What follows belongs to an exercise in optimizing a design on an open flow for small area; a production flow would make more cautious choices. The RTL was checked by simulation tests, not by an equivalence proof against the original design. Power and IR drop assume default switching activity.

== zinc ==
## rgb_to_ycbcr_444
module rgb_to_ycbcr_444(
  input wire in_reset,
  input wire in_clock,
  input wire [7:0] in_r,
  input wire [7:0] in_g,
  input wire [7:0] in_b,
  output reg [7:0] out_y,
  output reg [7:0] out_cb,
  output reg [7:0] out_cr
  );
  wire n0 = in_g[0] & in_b[0];
  wire n1, n2;
  fa_cell u_n1 (.a(in_r[0]), .b(in_g[1]), .c(in_b[1]), .s(n1), .co(n2));
  wire n3 = n0 & n1;
  wire n4, n5;
  fa_cell u_n4 (.a(in_r[1]), .b(in_g[2]), .c(in_b[2]), .s(n4), .co(n5));
  wire n6 = (n2 & n4) | (n2 & n3) | (n4 & n3);
  wire n7, n8;
  fa_cell u_n7 (.a(in_r[2]), .b(in_g[3]), .c(in_b[3]), .s(n7), .co(n8));
  wire n9, n10;
  fa_cell u_n9 (.a(in_b[0]), .b(n5), .c(n7), .s(n9), .co(n10));
  wire n11 = n9 & n6;
  wire n12, n13;
  fa_cell u_n12 (.a(in_r[3]), .b(in_g[4]), .c(in_b[4]), .s(n12), .co(n13));
  wire n14, n15;
  fa_cell u_n14 (.a(in_b[1]), .b(in_b[0]), .c(n8), .s(n14), .co(n15));
  wire n16, n17;
  fa_cell u_n16 (.a(n12), .b(n10), .c(n14), .s(n16), .co(n17));
  wire n18 = n11 & n16;
  wire n19, n20;
  fa_cell u_n19 (.a(in_r[4]), .b(in_g[5]), .c(in_b[5]), .s(n19), .co(n20));
  wire n21, n22;
  fa_cell u_n21 (.a(in_b[2]), .b(in_b[1]), .c(n13), .s(n21), .co(n22));
  wire n23, n24;
  fa_cell u_n23 (.a(n19), .b(n15), .c(n21), .s(n23), .co(n24));
  wire n25 = (n17 & n23) | (n17 & n18) | (n23 & n18);
  wire n26, n27;
  fa_cell u_n26 (.a(in_r[5]), .b(in_r[0]), .c(in_g[6]), .s(n26), .co(n27));
  wire n28, n29;
  fa_cell u_n28 (.a(in_b[6]), .b(in_b[3]), .c(in_b[2]), .s(n28), .co(n29));
  wire n30, n31;
  fa_cell u_n30 (.a(n20), .b(n26), .c(n28), .s(n30), .co(n31));
  wire n32, n33;
  fa_cell u_n32 (.a(n22), .b(n30), .c(n24), .s(n32), .co(n33));
  wire n34 = n32 & n25;
  wire n35, n36;
  fa_cell u_n35 (.a(in_r[6]), .b(in_r[1]), .c(in_g[7]), .s(n35), .co(n36));
  wire n37, n38;
  fa_cell u_n37 (.a(in_g[0]), .b(in_b[7]), .c(in_b[4]), .s(n37), .co(n38));
  wire n39, n40;
  fa_cell u_n39 (.a(in_b[3]), .b(n27), .c(n29), .s(n39), .co(n40));
  wire n41, n42;
  fa_cell u_n41 (.a(n35), .b(n37), .c(n31), .s(n41), .co(n42));
  wire n43, n44;
  fa_cell u_n43 (.a(n39), .b(n41), .c(n33), .s(n43), .co(n44));
  ...
Size: roughly 330 cells after synthesis, ~50 I/O pins, ~0.0036 mm² of cells after synthesis.
clock: 6.0 ns
lec_check: 0
cap_margin: 0
core_margin: 2
core_utilization: 60
cts_buf_list: sky130_fd_sc_hd__clkbuf_4 sky130_fd_sc_hd__clkbuf_8
gpl_timing_driven: 0
slew_margin: 0
synth_hierarchical: 1
synth_minimum_keep_size: 0
standard.sh (not shown) runs the stock make flow with config.mk's settings and CLKGATE_MAP_FILE= SYNTH_SCRIPT=/design/flow/synth_recipe.tcl, a recipe that flattens the netlist after the stock synthesis.
==> flow/flow/run.sh <==
#!/bin/bash
export BUFFER_PORTS_ARGS="-buffer_cell sky130_fd_sc_hd__buf_1"
bash standard.sh > standard.log 2>&1
#### Input delta (pepper over zinc)
==> flow/config.mk <==
export PLATFORM = sky130hd
export DESIGN_NAME = rgb_to_ycbcr_444
export DESIGN_NICKNAME = rgb_to_ycbcr_444
export VERILOG_FILES = /design/flow/design.v
export SDC_FILE = /design/flow/constraint.sdc
export NUM_CORES = 4
export LEC_CHECK = 0
export CAP_MARGIN = 20
export CORE_MARGIN = 2
export CORE_UTILIZATION = 70
export CTS_BUF_LIST = sky130_fd_sc_hd__clkbuf_4 sky130_fd_sc_hd__clkbuf_8
export CTS_CLUSTER_DIAMETER = 200
export CTS_CLUSTER_SIZE = 30
export GPL_TIMING_DRIVEN = 0
export SLEW_MARGIN = 20
export SYNTH_HIERARCHICAL = 1
export SYNTH_MINIMUM_KEEP_SIZE = 0
## What came out
pepper can be clocked slower than zinc. When the final numbers for zinc and pepper were put side by side, the via count turned out to be greater in pepper. The total power on zinc is in line with that on pepper. pepper vs zinc, share of power burned in combinational logic went up by 0.3 points. [pepper] total wire length after detailed routing rose 110 µm relative to zinc. Power per cell area, zinc and pepper, higher one = zinc. zinc and pepper ended up with nearly the same antenna diode count.

========
run 1:
Starting RTL as in the previous note.
export LEC_CHECK = 0
export CAP_MARGIN = 20
export CORE_MARGIN = 2
export CORE_UTILIZATION = 60
export CTS_BUF_LIST = sky130_fd_sc_hd__clkbuf_4 sky130_fd_sc_hd__clkbuf_8
export GPL_TIMING_DRIVEN = 0
export SLEW_MARGIN = 20
export SYNTH_HIERARCHICAL = 1
export SYNTH_MINIMUM_KEEP_SIZE = 0
create_clock -name core_clock -period 6.0 [get_ports {in_clock}]
Scripts as last shown in full above: flow/flow/run.sh
[inputs] run 2 vs run 1
Settings: CORE_UTILIZATION changed from 60 to 50.
Results
Run 2 vs run 1 — pin slew with the least headroom to its limit rose 14 ps.
Cmp run 2 vs run 1: final worst-path cycle share higher in run 2
Run 2 and run 1 ended up with nearly the same wire length.
Per the comparison of run 2 with run 1, floorplan die area climbed 19%; via count dropped about 0.8%.

========
== garnet ==
Starting RTL as in the previous note.
// rgb_to_ycbcr_444
module rgb_to_ycbcr_444(
  input wire in_reset,
  input wire in_clock,
  input wire [7:0] in_r,
  input wire [7:0] in_g,
  input wire [7:0] in_b,
  output reg [7:0] out_y,
  output reg [7:0] out_cb,
  output reg [7:0] out_cr
  );
  wire n0 = in_g[0] & in_b[0];
  wire n1, n2;
  fa_cell u_n1 (.a(in_r[0]), .b(in_g[1]), .c(in_b[1]), .s(n1), .co(n2));
  wire n3 = n0 & n1;
  wire n4, n5;
  fa_cell u_n4 (.a(in_r[1]), .b(in_g[2]), .c(in_b[2]), .s(n4), .co(n5));
  wire n6 = (n2 & n4) | (n2 & n3) | (n4 & n3);
  wire n7, n8;
  fa_cell u_n7 (.a(in_r[2]), .b(in_g[3]), .c(in_b[3]), .s(n7), .co(n8));
  wire n9, n10;
  fa_cell u_n9 (.a(in_b[0]), .b(n5), .c(n7), .s(n9), .co(n10));
  wire n11 = n9 & n6;
  wire n12, n13;
  fa_cell u_n12 (.a(in_r[3]), .b(in_g[4]), .c(in_b[4]), .s(n12), .co(n13));
  wire n14, n15;
  fa_cell u_n14 (.a(in_b[1]), .b(in_b[0]), .c(n8), .s(n14), .co(n15));
  wire n16, n17;
  fa_cell u_n16 (.a(n12), .b(n10), .c(n14), .s(n16), .co(n17));
  wire n18 = n11 & n16;
  wire n19, n20;
  fa_cell u_n19 (.a(in_r[4]), .b(in_g[5]), .c(in_b[5]), .s(n19), .co(n20));
  wire n21, n22;
  fa_cell u_n21 (.a(in_b[2]), .b(in_b[1]), .c(n13), .s(n21), .co(n22));
  wire n23, n24;
  fa_cell u_n23 (.a(n19), .b(n15), .c(n21), .s(n23), .co(n24));
  wire n25 = (n17 & n23) | (n17 & n18) | (n23 & n18);
  wire n26, n27;
  fa_cell u_n26 (.a(in_r[5]), .b(in_r[0]), .c(in_g[6]), .s(n26), .co(n27));
  wire n28, n29;
  fa_cell u_n28 (.a(in_b[6]), .b(in_b[3]), .c(in_b[2]), .s(n28), .co(n29));
  wire n30, n31;
  fa_cell u_n30 (.a(n20), .b(n26), .c(n28), .s(n30), .co(n31));
  wire n32, n33;
  fa_cell u_n32 (.a(n22), .b(n30), .c(n24), .s(n32), .co(n33));
  ...
clock: 6.0 ns
lec_check: 0
cap_margin: 20
core_margin: 2
core_utilization: 60
cts_buf_list: sky130_fd_sc_hd__clkbuf_4 sky130_fd_sc_hd__clkbuf_8
gpl_timing_driven: 0
slew_margin: 20
synth_hierarchical: 1
synth_minimum_keep_size: 0
==> flow/flow/run.sh <==
#!/bin/bash
export BUFFER_PORTS_ARGS="-buffer_cell sky130_fd_sc_hd__buf_1"
export CTS_ARGS="-sink_clustering_enable -repair_clock_nets -dont_use_dummy_load -sink_clustering_size 30 -sink_clustering_max_diameter 200 -buf_list {sky130_fd_sc_hd__clkbuf_8}"
bash standard.sh > standard.log 2>&1
The flow did not stop early for garnet: all stages ran, and the layout cleared the timing, design-rule and antenna checks.
Inputs modified between garnet and sierra:
# garnet
export LEC_CHECK = 0
export CAP_MARGIN = 20
export CORE_MARGIN = 2
export CORE_UTILIZATION = 60
export CTS_BUF_LIST = sky130_fd_sc_hd__clkbuf_4 sky130_fd_sc_hd__clkbuf_8
export GPL_TIMING_DRIVEN = 0
export SLEW_MARGIN = 20
export SYNTH_HIERARCHICAL = 1
export SYNTH_MINIMUM_KEEP_SIZE = 0
create_clock -name core_clock -period 6.0 [get_ports {in_clock}]
# sierra
export LEC_CHECK = 0
export CAP_MARGIN = 20
export CORE_MARGIN = 2
export CORE_UTILIZATION = 60
export CTS_BUF_LIST = sky130_fd_sc_hd__clkbuf_4 sky130_fd_sc_hd__clkbuf_8
export GPL_TIMING_DRIVEN = 1
export SLEW_MARGIN = 20
export SYNTH_HIERARCHICAL = 1
export SYNTH_MINIMUM_KEEP_SIZE = 0
create_clock -name core_clock -period 6.0 [get_ports {in_clock}]
==> flow/flow/run.sh <==
#!/bin/bash
export BUFFER_PORTS_ARGS="-buffer_cell sky130_fd_sc_hd__buf_1"
bash standard.sh > standard.log 2>&1
Results
Compared with garnet, in sierra clock network contribution to total cell area climbed 0.65 points; final worst-path setup slack climbed 0.10 ns; total global-route track usage climbed 0.89 points; number of clock-tree buffers in the layout barely changed; arrival time of data at the critical path endpoint dropped 0.09 ns. sierra against garnet: met2 layer usage reported by global route went up; multi-input combinational cell area decreased about 2.2%; sequential power share fell by 0.3 points. Clock power sits higher in sierra than in garnet. Est. power | sierra vs garnet | sierra higher.

-- re-timing with driven ports --
How much do the figures lean on ideal ports? The routed layouts below were timed once more, with nothing changed but the port constraints.
Step 1 (the two cells are an assumption about what drives the block):
set clk [get_ports {in_clock}]
set_driving_cell -lib_cell sky130_fd_sc_hd__clkbuf_16 $clk
set_driving_cell -lib_cell sky130_fd_sc_hd__buf_2 [delete_from_list [all_inputs] $clk]
Step 2 also shifts input and output timing later by t, the mid clock arrival at the registers, as if the neighbouring blocks saw the same clock.
Slacks: ideal ports / drivers / drivers and shift; pairs: ideal ports / drivers.
| run | shift t [ns] | setup slack, ns | clock arrival spread, ns | slew at the worst register clock pin (ns) | worst slew at a driven data input, ns |
|---|---|---|---|---|---|
| zinc | 0.310 | 0.200 / 0.203 / -0.108 | 0.018 / 0.017 | 0.12 / 0.12 | 0.03 |
| pepper | 0.300 | 0.178 / 0.177 / -0.124 | 0.007 / 0.007 | 0.10 / 0.10 | 0.04 |
| run 1 | 0.310 | 0.200 / 0.203 / -0.108 | 0.018 / 0.017 | 0.12 / 0.12 | 0.03 |
| run 2 | 0.307 | 0.168 / 0.177 / -0.130 | 0.014 / 0.014 | 0.11 / 0.11 | 0.04 |
| garnet | 0.304 | 0.184 / 0.186 / -0.118 | 0.009 / 0.009 | 0.10 / 0.10 | 0.03 |
| sierra | 0.314 | 0.287 / 0.294 / -0.019 | 0.009 / 0.009 | 0.11 / 0.11 | 0.04 |
With both steps, setup timing fails in every run listed, where it was met with ideal ports.
